Context: an optimization exercise on an open-source flow, tuned for small area. The choices shown serve that exercise and are no tape-out recipe. At most, simulation tests tie the RTL to the original design; equivalence was not proved. For run 1, only the layout was checked, not whether the RTL still works. No activity file was given, so power comes from the tool's default toggle rates.

File: flow/design.v
module sys_ref_core
(
 input   wire        CLK,
 input   wire        RST,             
 input   wire  [7:0] UART_RX_DATA,
 input   wire        UART_RX_Valid,
 input   wire        FIFO_FULL,
 output  reg   [7:0] FIFO_WR_DATA,
 output  wire        FIFO_WR_INC,
 output  wire  [7:0] UART_Config,
 output  wire  [7:0] Div_Ratio,
 output  wire        CLKDIV_EN
);
localparam [3:0] S_IDLE = 4'd0,
                 S_WA   = 4'd1,
                 S_WD   = 4'd2,
                 S_RA   = 4'd3,
                 S_OA   = 4'd4,
                 S_OB   = 4'd5,
                 S_FN   = 4'd6,
                 S_RW   = 4'd7,
                 S_PRE  = 4'd8,
                 S_BUSY = 4'd9,
                 S_R1   = 4'd12,
                 S_R2   = 4'd13,
                 S_RD   = 4'd14;
reg [3:0] st;
reg [3:0] ar;         
reg [2:0] cnt;
reg [7:0] H, L;       
reg       C;          
reg [1:0] pc;         
reg [1:0] pp;         
reg [7:0] r0, r1, r2, r3;
reg [7:0] ring [0:11];
reg [1:0] p3, p4;
reg       rdy;        
wire v = UART_RX_Valid;
wire [7:0] d = UART_RX_DATA;
wire [7:0] A = r0;
wire [7:0] B = r1;
assign UART_Config = r2;
assign Div_Ratio   = r3;
assign CLKDIV_EN   = 1'b1;
wire wfix = v & (st == S_WD) & (ar[3:2] == 2'b00);
always @(posedge CLK or negedge RST)
  if (!RST) begin
    r0 <= 8'h00; r1 <= 8'h00; r2 <= 8'h81; r3 <= 8'h20;
  end else begin
    if ((wfix & (ar[1:0] == 2'd0)) | (v & (st == S_OA))) r0 <= d;
    if ((wfix & (ar[1:0] == 2'd1)) | (v & (st == S_OB))) r1 <= d;
    if (wfix & (ar[1:0] == 2'd2)) r2 <= d;
    if (wfix & (ar[1:0] == 2'd3)) r3 <= d;
  end
always @(posedge CLK or negedge RST)
  if (!RST) begin
    p3 <= 2'd0; p4 <= 2'd0; rdy <= 1'b0;
  end else begin
    p3 <= {p3[0], ~p3[1] & ~p3[0]};           
    p4 <= {p4[1] ^ p4[0], ~p4[0]};
    if (p3 == 2'd2) rdy <= 1'b1;
  end
wire [1:0] w3  = (ar[3:2] == 2'd3) ? 2'd0 : ar[3:2];
wire [2:0] s3x = w3 + p3;
wire [1:0] s3  = (s3x >= 3'd3) ? s3x - 3'd3 : s3x[1:0];   
wire [1:0] s4  = ar[1:0] + p4;                           
wire       at_rd = (s3 == 2'd1) & (s4 == 2'd1);          
wire       pend  = (pc != 2'd0);
wire [1:0] dl  = (s3 == 2'd0) ? 2'd1 : (s3 == 2'd1) ? 2'd0 : 2'd2;
integer k;
always @(posedge CLK)
  begin
    for (k = 0; k < 12; k = k + 1)
      if ((k % 3 == 0) && (!rdy || ((pc == 2'd1) && (pp == k / 3))))
        ring[k] <= H;
      else
        ring[k] <= ring[(k + 11) % 12];
  end
always @(posedge CLK or negedge RST)
  if (!RST) pc <= 2'd0;
  else if (v & (st == S_WD) & (ar[3:2] != 2'b00)) pc <= dl + 2'd1;
  else if (pend) pc <= pc - 2'd1;
always @(posedge CLK)
  if (v & (st == S_WD)) pp <= ~(s4 + dl + 2'd1);
always @(posedge CLK)
  if (v) ar <= d[3:0];
wire [3:0] f    = ar;
wire f_mul = (f == 4'd2);
wire f_div = (f == 4'd3);
wire f_sub = (f == 4'd1) | (f == 4'd10) | (f == 4'd11) | (f == 4'd12);
wire f_shl = (f == 4'd14);
wire f_shr = (f == 4'd13);
wire [8:0] X  = f_div ? {H, L[7]} : {1'b0, H};
wire [8:0] Y  = {1'b0, B & {8{f_div | (f_mul & L[0])}}};
wire [8:0] Yx = Y ^ {9{f_div}};
wire [9:0] cy;
wire [8:0] S;
assign cy[0] = f_div;
genvar gi;
generate for (gi = 0; gi < 9; gi = gi + 1) begin : rca
  assign S[gi]    = X[gi] ^ Yx[gi] ^ cy[gi];
  assign cy[gi+1] = (X[gi] & Yx[gi]) | (X[gi] & cy[gi]) | (Yx[gi] & cy[gi]);
end endgenerate
wire       lt = S[8];
wire a = L[0];
wire b = H[0] ^ f_sub;
reg  [3:0] tt;        
always @(*)
  case (f[2:0])
    3'd4:    tt = 4'b1000;    
    3'd5:    tt = 4'b1110;    
    3'd6:    tt = 4'b0111;    
    3'd7:    tt = 4'b0001;    
    3'd0:    tt = 4'b0110;    
    default: tt = 4'b1001;    
  endcase
wire last = (cnt == 3'd7);
reg  r;               
always @(*)
  if (f_mul)                               r = S[0];
  else if ((f == 4'd0) | f_sub)            r = a ^ b ^ C;
  else if (f_shl)                          r = C;
  else if (f_shr)                          r = L[1] & ~last;
  else if ((f[3:2] == 2'b01) | (f[3:1] == 3'b100)) r = tt[{a, b}];
  else                                     r = 1'b0;
wire [1:0] idx = (st == S_PRE) ? 2'd0 : ar[1:0];
reg [7:0] fixrd;
always @(*)
  case (idx)
    2'd0: fixrd = r0;
    2'd1: fixrd = r1;
    2'd2: fixrd = r2;
    default: fixrd = r3;
  endcase
always @(posedge CLK or negedge RST)
  if (!RST) H <= 8'h00;
  else if (v & (st == S_WD)) H <= d;
  else if ((st == S_PRE) & !pend) H <= (f_mul | f_div) ? 8'h00 : B;
  else if (st == S_BUSY) H <= f_div ? (lt ? X[7:0] : S[7:0]) : S[8:1];
always @(posedge CLK)
  if ((st == S_PRE) & !pend) begin
    L <= fixrd;
    C <= f_sub;
  end else if (st == S_BUSY) begin
    if (f_div) begin
      L <= {L[6:0], ~lt};
    end else begin
      L <= {r, L[7:1]};
      C <= f_shl ? a : ((a & b) | (a & C) | (b & C));
    end
  end else if (st == S_RW) begin
    if (ar[3:2] == 2'b00) L <= fixrd;
    else L <= ring[1];
  end
always @(posedge CLK or negedge RST)
  if (!RST) cnt <= 3'd0;
  else if (st == S_BUSY) cnt <= {cnt[2] ^ (cnt[1] & cnt[0]), cnt[1] ^ cnt[0], ~cnt[0]};
wire bz = (B == 8'h00);
wire eq = (L == 8'h00) & C;      
wire kill = (f == 4'd15) | (f_div & bz) | (f[3:2] == 2'b10 & f[1]) | (f == 4'd12);
wire [7:0] lo = ({8{~kill}} & L)
              | {6'b0, (f == 4'd11) & C & ~eq, ((f == 4'd10) & eq) | ((f == 4'd12) & ~C)}
              | {6'b0, (f == 4'd12) & ~C, 1'b0};
wire hfill = (f == 4'd6) | (f == 4'd7) | (f == 4'd9) | ((f == 4'd1) & ~C);
wire [7:0] hi = {8{hfill}} | ({8{f_mul}} & H) | {7'b0, ((f == 4'd0) | f_shl) & C};
assign FIFO_WR_INC = (st[3:2] == 2'b11) & ~FIFO_FULL;
always @(*)
  case (st)
    S_R2:    FIFO_WR_DATA = hi;
    S_RD:    FIFO_WR_DATA = L;
    default: FIFO_WR_DATA = lo;
  endcase
always @(posedge CLK or negedge RST)
  if (!RST) st <= S_IDLE;
  else case (st)
    S_IDLE: if (v) begin
              if (d == 8'hAA) st <= S_WA;
              else if (d == 8'hBB) st <= S_RA;
              else if (d == 8'hCC) st <= S_OA;
              else if (d == 8'hDD) st <= S_FN;
            end
    S_WA:   if (v) st <= S_WD;
    S_WD:   if (v) st <= S_IDLE;
    S_RA:   if (v) st <= S_RW;
    S_RW:   if ((ar[3:2] == 2'b00) | (at_rd & ~pend)) st <= S_RD;
    S_OA:   if (v) st <= S_OB;
    S_OB:   if (v) st <= S_FN;
    S_FN:   if (v) st <= S_PRE;
    S_PRE:  if (!pend) st <= S_BUSY;
    S_BUSY: if (last) st <= S_R1;
    S_R1:   if (!FIFO_FULL) st <= S_R2;
    S_R2:   if (!FIFO_FULL) st <= S_IDLE;
    S_RD:   if (!FIFO_FULL) st <= S_IDLE;
    default: st <= S_IDLE;
  endcase
endmodule
File: flow/flow/run.sh
#!/bin/bash
# The standard layout (standard.sh), with two changes:
#  - the port buffers are sky130_fd_sc_hd__buf_1 instead of the flow's
#    default choice (every input and output still gets its buffer);
#  - clock tree synthesis inserts no dummy loads and uses clkbuf_8 buffers.
# The full output of the flow goes to standard.log in this folder.
set -euo pipefail
export BUFFER_PORTS_ARGS="-buffer_cell sky130_fd_sc_hd__buf_1"
export CTS_ARGS="-sink_clustering_enable -repair_clock_nets -dont_use_dummy_load -buf_list sky130_fd_sc_hd__clkbuf_16 -root_buf sky130_fd_sc_hd__clkbuf_8 -sink_clustering_size 40 -sink_clustering_max_diameter 300 -sink_clustering_levels 1"
bash standard.sh > standard.log 2>&1
File: flow/standard.sh
#!/bin/bash
# synth_recipe.tcl (not shown) runs the flow's synth.tcl, then flattens the netlist and writes it again
# the make line also repeats each setting of config.mk as NAME=value (left out here)
make -C /OpenROAD-flow-scripts/flow DESIGN_CONFIG=/design/flow/config.mk WORK_HOME=/design/flow/orfs CLKGATE_MAP_FILE= SYNTH_SCRIPT=/design/flow/synth_recipe.tcl "${@:-finish}"
File: flow/config.mk
export PLATFORM = sky130hd
export DESIGN_NAME = sys_ref_core
export DESIGN_NICKNAME = sys_ref_core
export VERILOG_FILES = /design/flow/design.v
export SDC_FILE = /design/flow/constraint.sdc
export NUM_CORES = 4
export LEC_CHECK = 0
export ABC_AREA = 1
export CAP_MARGIN = 20
export CORE_MARGIN = 2
export CORE_UTILIZATION = 40
export PLACE_DENSITY = 0.6
export SLEW_MARGIN = 20
File: flow/constraint.sdc
create_clock -name core_clock -period 30.0 [get_ports {CLK}]
set_input_delay 6.0000 -clock core_clock [delete_from_list [all_inputs] [get_ports {CLK}]]
set_output_delay 6.0000 -clock core_clock [all_outputs]
set_load 0.01 [all_outputs]
==> results of run 1 <==
==> stage by stage <==
| stage | instance area (sq um) | power [uW] | worst slack, ns |
|---|---|---|---|
| 2_1_floorplan | 6930 | 522 | 17.83 |
| 3_3_place_gp | 7260 | 595 | 17.67 |
| 3_5_place_dp | 7260 | 597 | 17.67 |
| 4_1_cts | 7670 | 771 | 17.66 |
| 5_1_grt | 7670 | 823 | 17.65 |
| 6_report | 7670 | 768 | 17.66 |
==> worst min-delay path by stage <==
stage	slack (ns)	end
global route	0.31	ring[7][4]
detailed placement	0.31	ring[5][4]
finish	0.31	ring[7][4]
global placement	0.31	ring[7][4]
floorplan	0.31	ring[10][0]
CTS	0.31	ring[5][4]
==> flip-flops by register name, summed over array words and instances, names as in the netlist, 3 cells and up <==
signal	cells
H	8
ring	96
L	8
r0	8
r3	8
cnt	3
r1	8
st	4
r2	8
ar	4
==> per-layer routing <==
| layer | track usage, % | wire (um) | vias to the layer above |
|---|---|---|---|
| met2 | 32.0 | 8190 | 172 |
| met1 | 28.3 | 8300 | 2602 |
| met4 | 6.60 | 274 | 0 |
| met3 | 4.71 | 962 | 22 |
| li1 | - | - | 2686 |
| met5 | 0 | 0 | - |
==> where the power goes <==
group          internal, uW  total (uW)  switching, uW  leakage [uW]
combinational          81.4         234            153       0.00153
sequential              321         362           40.7       0.00161
clock                  94.3         172           78.1      0.000204
==> placed cells by master, fill, tap and decap left out, types with 2 or more instances in the layout <==
master / netlist / layout
a21oi_1: 58 / 58
a31oi_1: 2 / 2
a32o_1: 6 / 6
buf_1: 1 / 35
buf_4: 4 / 2
clkbuf_16: 0 / 16
dfrtp_1: 51 / 51
dfstp_2: 3 / 3
dfxtp_1: 96 / 96
edfxtp_1: 15 / 15
fa_1: 9 / 9
ha_1: 8 / 8
inv_1: 86 / 86
inv_2: 3 / 3
nand2_1: 133 / 133
nand2_2: 5 / 5
nand3_1: 41 / 41
nand4_1: 8 / 8
nor2_1: 79 / 79
nor2_2: 3 / 3
nor2_4: 3 / 3
nor3_1: 3 / 3
nor4_1: 3 / 3
o2111ai_1: 3 / 3
o211ai_1: 13 / 13
o21a_1: 2 / 2
o21ai_0: 79 / 79
o21bai_1: 8 / 8
o221ai_1: 8 / 8
o22ai_1: 8 / 8
o311ai_0: 2 / 2
or2_0: 2 / 2
or2_2: 6 / 6
xor2_1: 6 / 6
==> area by class of cell <==
| class | instances | area, sq um | area share (%) |
|---|---|---|---|
| multi-input cells | 509 | 2760 | 36.0 |
| repair buffers | 38 | 151 | 1.97 |
| flip-flops and latches | 165 | 3730 | 48.6 |
| clock buffers | 17 | 414 | 5.40 |
| inverters | 89 | 334 | 4.35 |
| well taps | 225 | 282 | 3.67 |
==> cells by family (layout without fill, tap and decap cells) <==
logic type / count (synthesis) / in the layout
other: 1 / 1
AOI/OAI and AO/OA: 194 / 194
adders and majority gates: 17 / 17
and+or+nand+nor: 290 / 290
buffers and inverters: 107 / 144
DFF: 165 / 165
xor gates and xnor gates: 7 / 7
==> report_table.html, run 1 <==
<table>
<tr><th>Metric</th><th>Value</th></tr>
<tr><th colspan="2">Setup path</th></tr>
<tr><td>Type of the setup path with the least slack</td><td>primary input to output pin</td></tr>
<tr><td>Required arrival time at the worst endpoint</td><td>24.00 ns</td></tr>
<tr><td>Worst path max stage delay</td><td>0.15 ns</td></tr>
<tr><td>CP Max Fanout</td><td>2</td></tr>
<tr><td>CP arrival</td><td>between 6 and 7 ns</td></tr>
<tr><td>Crit end category</td><td>output pin</td></tr>
<tr><td>Setup slack of the worst register-to-register path</td><td>24.27 ns</td></tr>
<tr><td>Library cell appearing most often on the critical path</td><td>buf_1</td></tr>
<tr><td>Max stage delay cell, worst path</td><td>buf_1</td></tr>
<tr><td>FF-to-FF End</td><td>H[6]</td></tr>
<tr><td>Buffers &amp; Inverters on Critical Path</td><td>2</td></tr>
<tr><td>Critical path endpoint</td><td>FIFO_WR_INC</td></tr>
<tr><td>Worst setup path startpoint</td><td>FIFO_FULL</td></tr>
<tr><td>Top delay family on crit path</td><td>buffers and inverters</td></tr>
<tr><td>Worst-case reg-to-reg path depth</td><td>24</td></tr>
<tr><td>Stages on worst setup path</td><td>3</td></tr>
<tr><td>Cell chain of the critical path</td><td>buf_1 &gt; nor2_1 &gt; buf_1</td></tr>
<tr><td>Startpoint of the worst-slack reg-to-reg timing path</td><td>ar[1]</td></tr>
<tr><td>CP startpoint kind</td><td>primary input</td></tr>
<tr><th colspan="2">CTS</th></tr>
<tr><td>Clk Latency, worst-skew pair</td><td>0.56 ns</td></tr>
<tr><td>TritonCTS sink count</td><td>165</td></tr>
<tr><td>Post-CTS Resized</td><td>0</td></tr>
<tr><td>Number of buffers inserted to repair setup after CTS</td><td>0</td></tr>
<tr><td>CTS tree</td><td>yes</td></tr>
<tr><td>TritonCTS Buffers</td><td>17</td></tr>
<tr><td>Number of levels in the clock H-tree</td><td>4</td></tr>
<tr><td>Maximum buffer depth of the clock tree</td><td>2</td></tr>
<tr><td>Clock root buffer master</td><td>clkbuf_8</td></tr>
<tr><td>Hold-fix buffers, CTS</td><td>0</td></tr>
<tr><td>Clock-pin slew reported for the worst setup and hold paths after clock tree synthesis</td><td>around 0.07 ns</td></tr>
<tr><th colspan="2">Run</th></tr>
<tr><td>Number of max-cap violations</td><td>0</td></tr>
<tr><th colspan="2">STA</th></tr>
<tr><td>Final Hold Viols</td><td>0</td></tr>
<tr><td>Highest clock rate</td><td>just over 80 MHz</td></tr>
<tr><td>Hold slack final</td><td>0.314 ns</td></tr>
<tr><td>Period minus WS final</td><td>approximately 12 ns</td></tr>
<tr><td>Part of the cycle the worst path needs</td><td>41.1%</td></tr>
<tr><td>Post-route setup TNS</td><td>0 ns</td></tr>
<tr><td>Tightest slew margin relative to the limit</td><td>35.0%</td></tr>
<tr><td>Slew at the pin closest to its max-slew limit</td><td>0.969 ns</td></tr>
<tr><td>Clock Skews</td><td>0.0167 ns</td></tr>
<tr><td>Slew Viols, Final</td><td>0</td></tr>
<tr><td>RSZ-0062 raised after global routing</td><td>no</td></tr>
<tr><td>Final setup violation count</td><td>0</td></tr>
<tr><th colspan="2">Routing</th></tr>
<tr><td>Total number of vias</td><td>5482</td></tr>
<tr><td>Routed via count divided by cell count</td><td>5.26</td></tr>
<tr><td>Average detailed-routed wire length per instance</td><td>17.0 um</td></tr>
<tr><td>Number of detailed-routing iterations run before antenna repair</td><td>5</td></tr>
<tr><td>DRC violation total after the first TritonRoute iteration</td><td>~450</td></tr>
<tr><td>Total wire length after detailed routing</td><td>17700 um</td></tr>
<tr><td>Count of nets left with antenna violations after detail routing</td><td>0</td></tr>
<tr><td>Drc violations</td><td>0</td></tr>
<tr><th colspan="2">Die</th></tr>
<tr><td>Die extent in y</td><td>approximately 140 um</td></tr>
<tr><td>Horizontal die dimension</td><td>between 100 and 150 um</td></tr>
<tr><td>Starting density of the core</td><td>40.5%</td></tr>
<tr><td>Number of rows created at floorplan</td><td>48</td></tr>
<tr><td>Area of the core</td><td>0.0171 sq mm</td></tr>
<tr><td>Top-level port count</td><td>38</td></tr>
<tr><td>Full die area</td><td>0.0184 sq mm</td></tr>
<tr><th colspan="2">Logic synthesis</th></tr>
<tr><td>Xor/xnor share of the synthesized area</td><td>less than 1%</td></tr>
<tr><td>Number of flops mapped to enable cells by yosys</td><td>15</td></tr>
<tr><td>Biggest area contributors in the synthesized netlist</td><td>dfxtp_1 (28%), dfrtp_1 (18%), nand2_1 (7.2%)</td></tr>
<tr><td>Adder-cell area share of the yosys netlist</td><td>4.05%</td></tr>
<tr><td>Most frequently used cell type in the post-synthesis netlist</td><td>nand2_1</td></tr>
<tr><td>Combinational family with the most area after synthesis</td><td>simple AND/OR/NAND/NOR gates</td></tr>
<tr><td>Sequential share of the synthesized area</td><td>53.8%</td></tr>
<tr><td>Share of the synthesized area in the top cell type</td><td>27.7%</td></tr>
<tr><td>Share of the synthesized area in compound gates (AO/OA/AOI/OAI)</td><td>16.7%</td></tr>
<tr><td>Synthesized area divided by synthesized cell count</td><td>8.87 sq um</td></tr>
<tr><td>Async set or reset register ratio after synthesis</td><td>32.7%</td></tr>
<tr><td>Distinct cells, synth</td><td>47</td></tr>
<tr><td>Most common library cells after synthesis</td><td>nand2_1 (133), dfxtp_1 (96), inv_1 (86)</td></tr>
<tr><td>Count of mapped cells out of synthesis</td><td>just under 800</td></tr>
<tr><td>Warnings from Yosys</td><td>2</td></tr>
<tr><td>Ys flop type</td><td>dfxtp_1</td></tr>
<tr><td>Post-synthesis cell area</td><td>0.00693 sq mm</td></tr>
<tr><td>Post-synthesis sequential element count</td><td>165</td></tr>
<tr><td>Number of nets produced by synthesis</td><td>810</td></tr>
<tr><td>Cell taking the most area after synthesis</td><td>dfxtp_1</td></tr>
<tr><td>Simple logic cell fraction of the synthesized area</td><td>between 10% and 20%</td></tr>
<tr><td>Portion of netlist area occupied by mux cells</td><td>0%</td></tr>
<tr><th colspan="2">Place</th></tr>
<tr><td>Number of placed instances with taps included</td><td>1026</td></tr>
<tr><td>Total half-perimeter wirelength after legalization and detailed placement</td><td>13100 um</td></tr>
<tr><td>Number of buffers added on ports</td><td>36</td></tr>
<tr><td>RePlAce Congestion</td><td>~0.90</td></tr>
<tr><th colspan="2">Global route</th></tr>
<tr><td>Wire length of the first global-routing pass</td><td>~28000 um</td></tr>
<tr><td>GR Overflow Total</td><td>0</td></tr>
<tr><td>GRT Util Overall</td><td>20.5%</td></tr>
<tr><td>Largest net degree at the start of global routing</td><td>55</td></tr>
<tr><td>Initial antenna violation count</td><td>0</td></tr>
<tr><td>Via count of the first global-routing pass</td><td>5134</td></tr>
<tr><th colspan="2">Finish</th></tr>
<tr><td>Antenna diodes</td><td>0</td></tr>
<tr><td>Final core utilization</td><td>44.8%</td></tr>
<tr><td>Net count of the finished layout</td><td>between 800 and 900</td></tr>
<tr><td>Final cell count without fillers</td><td>around 1000</td></tr>
<tr><td>Layout area overhead</td><td>10.8%</td></tr>
<tr><td>Layout cell share with drive strength beyond 1</td><td>5.99%</td></tr>
<tr><td>Number of filler instances in the final layout</td><td>1727</td></tr>
<tr><th colspan="2">Pwr</th></tr>
<tr><td>Leak Pwr</td><td>0.00334 uW</td></tr>
<tr><td>PD cells</td><td>100 mW/mm^2</td></tr>
<tr><td>Max rail drop VDD</td><td>41.9 uV</td></tr>
<tr><th colspan="2">Hold path</th></tr>
<tr><td>Worst hold path cell count</td><td>0</td></tr>
<tr><td>Beginning of the worst hold path</td><td>ring[6][4]</td></tr>
<tr><td>Path category of the worst min-delay check</td><td>register to register</td></tr>
<tr><th colspan="2">Run status</th></tr>
<tr><td>Status</td><td>finished clean</td></tr>
</table>
==> run 2, diff against run 1 <==
--- a/flow/design.v
+++ b/flow/design.v
@@ -26,7 +26,6 @@
                  S_RD   = 4'd14;
 reg [3:0] st;
 reg [3:0] ar;         
-reg [2:0] cnt;
 reg [7:0] H, L;       
 reg       C;          
 reg [1:0] pc;         
@@ -114,7 +113,8 @@
     3'd0:    tt = 4'b0110;    
     default: tt = 4'b1001;    
   endcase
-wire last = (cnt == 3'd7);
+wire start = (p3 == 2'd2) & (p4 == 2'd3);    
+wire last  = (p3 == 2'd1) & (p4 == 2'd3);    
 reg  r;               
 always @(*)
   if (f_mul)                               r = S[0];
@@ -135,10 +135,10 @@
 always @(posedge CLK or negedge RST)
   if (!RST) H <= 8'h00;
   else if (v & (st == S_WD)) H <= d;
-  else if ((st == S_PRE) & !pend) H <= (f_mul | f_div) ? 8'h00 : B;
+  else if ((st == S_PRE) & !pend & start) H <= (f_mul | f_div) ? 8'h00 : B;
   else if (st == S_BUSY) H <= f_div ? (lt ? X[7:0] : S[7:0]) : S[8:1];
 always @(posedge CLK)
-  if ((st == S_PRE) & !pend) begin
+  if ((st == S_PRE) & !pend & start) begin
     L <= fixrd;
     C <= f_sub;
   end else if (st == S_BUSY) begin
@@ -152,9 +152,6 @@
     if (ar[3:2] == 2'b00) L <= fixrd;
     else L <= ring[1];
   end
-always @(posedge CLK or negedge RST)
-  if (!RST) cnt <= 3'd0;
-  else if (st == S_BUSY) cnt <= {cnt[2] ^ (cnt[1] & cnt[0]), cnt[1] ^ cnt[0], ~cnt[0]};
 wire bz = (B == 8'h00);
 wire eq = (L == 8'h00) & C;      
 wire kill = (f == 4'd15) | (f_div & bz) | (f[3:2] == 2'b10 & f[1]) | (f == 4'd12);
@@ -186,7 +183,7 @@
     S_OA:   if (v) st <= S_OB;
     S_OB:   if (v) st <= S_FN;
     S_FN:   if (v) st <= S_PRE;
-    S_PRE:  if (!pend) st <= S_BUSY;
+    S_PRE:  if (!pend & start) st <= S_BUSY;
     S_BUSY: if (last) st <= S_R1;
     S_R1:   if (!FIFO_FULL) st <= S_R2;
     S_R2:   if (!FIFO_FULL) st <= S_IDLE;
==> flow/flow/run.sh (replaced) <==
#!/bin/bash
# The standard layout (standard.sh), with two changes:
#  - the port buffers are sky130_fd_sc_hd__buf_1 instead of the flow's
#    default choice (every input and output still gets its buffer);
#  - clock tree synthesis inserts no dummy loads and uses clkbuf_8 buffers.
# The full output of the flow goes to standard.log in this folder.
set -euo pipefail
export BUFFER_PORTS_ARGS="-buffer_cell sky130_fd_sc_hd__buf_1"
export CTS_ARGS="-sink_clustering_enable -repair_clock_nets -dont_use_dummy_load -buf_list sky130_fd_sc_hd__clkbuf_8 -root_buf sky130_fd_sc_hd__clkbuf_8"
bash standard.sh > standard.log 2>&1
==> report_table.html, run 2 <==
<table>
<tr><th>Metric</th><th>Value</th></tr>
<tr><th colspan="2">Run status</th></tr>
<tr><td>Status</td><td>finished clean</td></tr>
<tr><th colspan="2">Pwr</th></tr>
<tr><td>Max rail drop VDD</td><td>34.9 uV</td></tr>
<tr><td>Leak Pwr</td><td>0.00317 uW</td></tr>
<tr><td>Switching part of the total power</td><td>36.6%</td></tr>
<tr><td>Flop pwr share</td><td>50.5%</td></tr>
<tr><td>Clock network fraction of total power</td><td>17.0%</td></tr>
<tr><td>Portion of total power attributed to combinational logic</td><td>32.5%</td></tr>
<tr><td>Pint</td><td>around 440 uW</td></tr>
<tr><td>Power spent charging and discharging nets</td><td>253 uW</td></tr>
<tr><td>PD cells</td><td>93.1 mW/mm^2</td></tr>
<tr><th colspan="2">Finish</th></tr>
<tr><td>Net count of the finished layout</td><td>842</td></tr>
<tr><td>Most common cell after layout, fill and taps aside</td><td>nand2_1</td></tr>
<tr><td>Number of filler instances in the final layout</td><td>1694</td></tr>
<tr><td>Multi-input logic area</td><td>0.00277 sq mm</td></tr>
<tr><td>Layout cell share with drive strength beyond 1</td><td>7.14%</td></tr>
<tr><td>Max reg flops</td><td>between 90 and 100</td></tr>
<tr><td>Final instance area</td><td>~0.0074 sq mm</td></tr>
<tr><td>Commonest cells after routing, fill and taps aside</td><td>nand2_1 (119), dfxtp_1 (96), nor2_1 (90)</td></tr>
<tr><td>Sequential Area</td><td>~0.0037 sq mm</td></tr>
<tr><td>Final cell count without fillers</td><td>1032</td></tr>
<tr><td>Register with the most flip-flops</td><td>ring</td></tr>
<tr><td>Antenna diodes</td><td>0</td></tr>
<tr><td>Layout area overhead</td><td>8.02%</td></tr>
<tr><th colspan="2">Die</th></tr>
<tr><td>Starting density of the core</td><td>41.1%</td></tr>
<tr><td>Top-level port count</td><td>38</td></tr>
<tr><td>Number of rows created at floorplan</td><td>47</td></tr>
<tr><td>Full die area</td><td>0.0182 sq mm</td></tr>
<tr><td>Die extent in y</td><td>135 um</td></tr>
<tr><td>Horizontal die dimension</td><td>135 um</td></tr>
<tr><td>Area of the core</td><td>0.0167 sq mm</td></tr>
<tr><th colspan="2">CTS</th></tr>
<tr><td>TritonCTS Buffers</td><td>17</td></tr>
<tr><td>Clk Latency, worst-skew pair</td><td>0.46 ns</td></tr>
<tr><td>Clock root buffer master</td><td>clkbuf_8</td></tr>
<tr><td>CTS tree</td><td>yes</td></tr>
<tr><td>Number of levels in the clock H-tree</td><td>4</td></tr>
<tr><td>TritonCTS sink count</td><td>about 160</td></tr>
<tr><td>Clock-pin slew reported for the worst setup and hold paths after clock tree synthesis</td><td>0.07 ns</td></tr>
<tr><td>Number of buffers inserted to repair setup after CTS</td><td>0</td></tr>
<tr><td>Maximum buffer depth of the clock tree</td><td>2</td></tr>
<tr><td>Post-CTS Resized</td><td>0</td></tr>
<tr><td>Hold-fix buffers, CTS</td><td>0</td></tr>
<tr><th colspan="2">Logic synthesis</th></tr>
<tr><td>Most common library cells after synthesis</td><td>nand2_1 (119), dfxtp_1 (96), nor2_1 (90)</td></tr>
<tr><td>Biggest area contributors in the synthesized netlist</td><td>dfxtp_1 (28%), dfrtp_1 (17%), edfxtp_1 (6.6%)</td></tr>
<tr><td>Most frequently used cell type in the post-synthesis netlist</td><td>nand2_1</td></tr>
<tr><td>Number of flops mapped to enable cells by yosys</td><td>15</td></tr>
<tr><td>Share of the synthesized area in the top cell type</td><td>between 20 and 30%</td></tr>
<tr><td>Synthesized area divided by synthesized cell count</td><td>around 8.8 sq um</td></tr>
<tr><td>Count of mapped cells out of synthesis</td><td>779</td></tr>
<tr><td>Async set or reset register ratio after synthesis</td><td>a little under a third</td></tr>
<tr><td>Sequential share of the synthesized area</td><td>53.2%</td></tr>
<tr><td>Warnings from Yosys</td><td>2</td></tr>
<tr><td>Post-synthesis sequential element count</td><td>approximately 160</td></tr>
<tr><td>Distinct cells, synth</td><td>53</td></tr>
<tr><td>Number of nets produced by synthesis</td><td>807</td></tr>
<tr><td>Ys flop type</td><td>dfxtp_1</td></tr>
<tr><td>Post-synthesis cell area</td><td>approximately 0.0069 sq mm</td></tr>
<tr><td>Cell taking the most area after synthesis</td><td>dfxtp_1</td></tr>
<tr><th colspan="2">STA</th></tr>
<tr><td>RSZ-0062 raised after global routing</td><td>no</td></tr>
<tr><td>Setup ws final</td><td>17.67 ns</td></tr>
<tr><td>Slew at the pin closest to its max-slew limit</td><td>0.765 ns</td></tr>
<tr><td>Tightest slew margin relative to the limit</td><td>49.0%</td></tr>
<tr><td>Post-route setup TNS</td><td>0 ns</td></tr>
<tr><td>Highest clock rate</td><td>approximately 81 MHz</td></tr>
<tr><td>Slew Viols, Final</td><td>0</td></tr>
<tr><td>Final Hold Viols</td><td>0</td></tr>
<tr><td>Part of the cycle the worst path needs</td><td>41.1%</td></tr>
<tr><td>Final setup violation count</td><td>0</td></tr>
<tr><td>Clock Skews</td><td>0.0369 ns</td></tr>
<tr><td>Period minus WS final</td><td>12.33 ns</td></tr>
<tr><th colspan="2">Global route</th></tr>
<tr><td>Initial antenna violation count</td><td>0</td></tr>
<tr><td>Largest net degree at the start of global routing</td><td>52</td></tr>
<tr><td>Wire length of the first global-routing pass</td><td>28300 um</td></tr>
<tr><td>GR Overflow Total</td><td>0</td></tr>
<tr><td>GRT Util Overall</td><td>20.6%</td></tr>
<tr><td>Via count of the first global-routing pass</td><td>about 5200</td></tr>
<tr><th colspan="2">Place</th></tr>
<tr><td>Number of buffers added on ports</td><td>36</td></tr>
<tr><td>Total half-perimeter wirelength after legalization and detailed placement</td><td>approximately 13000 um</td></tr>
<tr><td>RePlAce Congestion</td><td>0.919</td></tr>
<tr><td>Post-place setup slack</td><td>between 15 and 20 ns</td></tr>
<tr><td>Post-DP Area</td><td>0.00718 sq mm</td></tr>
<tr><td>Number of placed instances with taps included</td><td>1015</td></tr>
<tr><th colspan="2">Setup path</th></tr>
<tr><td>Cell chain of the critical path</td><td>buf_1 &gt; nor2_1 &gt; buf_1</td></tr>
<tr><td>Required arrival time at the worst endpoint</td><td>between 20 and 25 ns</td></tr>
<tr><td>FF-to-FF End</td><td>H[6]</td></tr>
<tr><td>Top delay family on crit path</td><td>buffers and inverters</td></tr>
<tr><td>Library cell appearing most often on the critical path</td><td>buf_1</td></tr>
<tr><td>CP startpoint kind</td><td>primary input</td></tr>
<tr><td>Worst path max stage delay</td><td>between 0.15 and 0.2 ns</td></tr>
<tr><td>Worst-case reg-to-reg path depth</td><td>23</td></tr>
<tr><td>Setup slack of the worst register-to-register path</td><td>23.72 ns</td></tr>
<tr><td>Crit end category</td><td>output pin</td></tr>
<tr><td>Type of the setup path with the least slack</td><td>primary input to output pin</td></tr>
<tr><td>CP arrival</td><td>6.33 ns</td></tr>
<tr><td>Max stage delay cell, worst path</td><td>buf_1</td></tr>
<tr><td>Buffers &amp; Inverters on Critical Path</td><td>2</td></tr>
<tr><td>Startpoint of the worst-slack reg-to-reg timing path</td><td>ar[2]</td></tr>
<tr><td>CP Max Fanout</td><td>2</td></tr>
<tr><th colspan="2">Routing</th></tr>
<tr><td>Count of nets left with antenna violations after detail routing</td><td>0</td></tr>
<tr><td>Total number of vias</td><td>5508</td></tr>
<tr><td>Total wire length after detailed routing</td><td>roughly 18000 um</td></tr>
<tr><td>Average detailed-routed wire length per instance</td><td>17.0 um</td></tr>
<tr><td>Number of detailed-routing iterations run before antenna repair</td><td>5</td></tr>
<tr><td>Drc violations</td><td>0</td></tr>
<tr><td>DRC violation total after the first TritonRoute iteration</td><td>between 300 and 400</td></tr>
<tr><td>Routed via count divided by cell count</td><td>5.34</td></tr>
<tr><th colspan="2">Hold path</th></tr>
<tr><td>Worst hold path cell count</td><td>0</td></tr>
<tr><td>Beginning of the worst hold path</td><td>ring[10][0]</td></tr>
<tr><td>Terminating pin of the worst hold path</td><td>ring[11][0]</td></tr>
<tr><td>Path category of the worst min-delay check</td><td>register to register</td></tr>
<tr><th colspan="2">Run</th></tr>
<tr><td>Number of max-cap violations</td><td>0</td></tr>
</table>
## run 2: cell types whose count changed after synthesis, moves of 6 or more
cell,previous run,this run
buf_2,3,10
o211ai_1,13,3
o221ai_1,8,15
nor2_1,79,90
nand2_1,133,119
inv_1,86,78
o21ai_1,1,7
## run 2: worst max-delay path by stage
stage / depth (start not counted) / from / to / slack [ns]
4_1_cts: 3 / FIFO_FULL / FIFO_WR_INC / 17.66
3_5_place_dp: 3 / FIFO_FULL / FIFO_WR_INC / 17.66
6_report: 3 / FIFO_FULL / FIFO_WR_INC / 17.67
2_1_floorplan: 1 / FIFO_FULL / FIFO_WR_INC / 17.83
5_1_grt: 3 / FIFO_FULL / FIFO_WR_INC / 17.64
3_3_place_gp: 3 / FIFO_FULL / FIFO_WR_INC / 17.67
## run 2: layout make-up
class,count,share of cell area [%]
Clock buffer,17,3.16
Inverter,89,4.50
Multi-Input combinational cell,506,37.3
Sequential cell,162,49.2
Tap cell,220,3.71
Timing Repair Buffer,38,2.04
## run 2: cells by family (layout without fill, tap and decap cells)
| group | count (synthesis) | after routing | synth area share (%) |
|---|---|---|---|
| AND/OR/NAND/NOR | 284 | 284 | 18.3 |
| buffers and inverters | 111 | 144 | 6.47 |
| other | 1 | 1 | 0.0546 |
| adder cells (fa/ha/maj) | 16 | 16 | 3.90 |
| flip-flops | 162 | 162 | 53.2 |
| AO/OA/AOI/OAI | 199 | 199 | 17.3 |
| XOR/XNOR | 5 | 5 | 0.638 |
| multiplexers | 1 | 1 | 0.164 |
## run 2: metrics by stage
step	hold slack [ns]	util (%)	total power (uW)
floorplan	0.310	-	504
global route	0.320	44.4	743
finish	0.317	44.4	690
global placement	0.310	43.0	572
CTS	0.320	44.4	695
detailed placement	0.312	43.0	577
## run 2: power by group through the flow
stage | registers (uW) | clock network, uW | logic (uW)
global placement | 352 | 0 | 221
detailed placement | 354 | 0 | 223
global route | 358 | 131 | 254
CTS | 350 | 122 | 224
finish | 349 | 117 | 224
floorplan | 342 | 0 | 162
## run 2: worst register-to-register path, delay by kind of cell, from the launching register on
family	cells	cell delay [ns]
flops	1	0.53
simple gates	7	1.94
buf+inv	4	0.65
fa+ha+maj	7	2.53
compound gates	5	0.55
## run 2: metal layers
metal | routed length [um] | vias to the layer above | global-route usage [%] | share of wire (%)
met5 | 0 | - | 0 | 0
met4 | 425 | 0 | 8.16 | 2.4
met3 | 906 | 29 | 5.07 | 5.2
met2 | 8320 | 153 | 32.2 | 48
met1 | 7860 | 2650 | 27.4 | 45
li1 | - | 2676 | - | -

## separate check: timing with driven ports
The flow's constraints put no driver on any port. The routed layouts listed below were extracted and timed again, unchanged, in two steps. Step 1: set_driving_cell puts a clkbuf_16 on CLK and a buf_2 on each other input, an assumption about the parent block. Step 2 moves the port delays by t, midway between the first and last clock arrival at a register: inputs arrive t later, outputs are due t later. That takes back most of the time a late clock gives input paths. Slacks: ideal / step 1 / step 2; pairs: ideal / step 1.
| run | shift t [ns] | slack for setup (ns) | slew at the worst register clock pin (ns) | cell pins on the clock port's net |
|---|---|---|---|---|
| run 1 | 0.585 | 17.661 / 17.639 / 17.639 | 0.07 / 0.07 | 1 |
| run 2 | 0.484 | 17.666 / 17.646 / 17.646 | 0.09 / 0.09 | 1 |
After both steps every run listed still meets setup and hold. The setup slack of run 1, which loses most, moves by -0.022 ns with the drivers and by -0.022 ns with both steps.
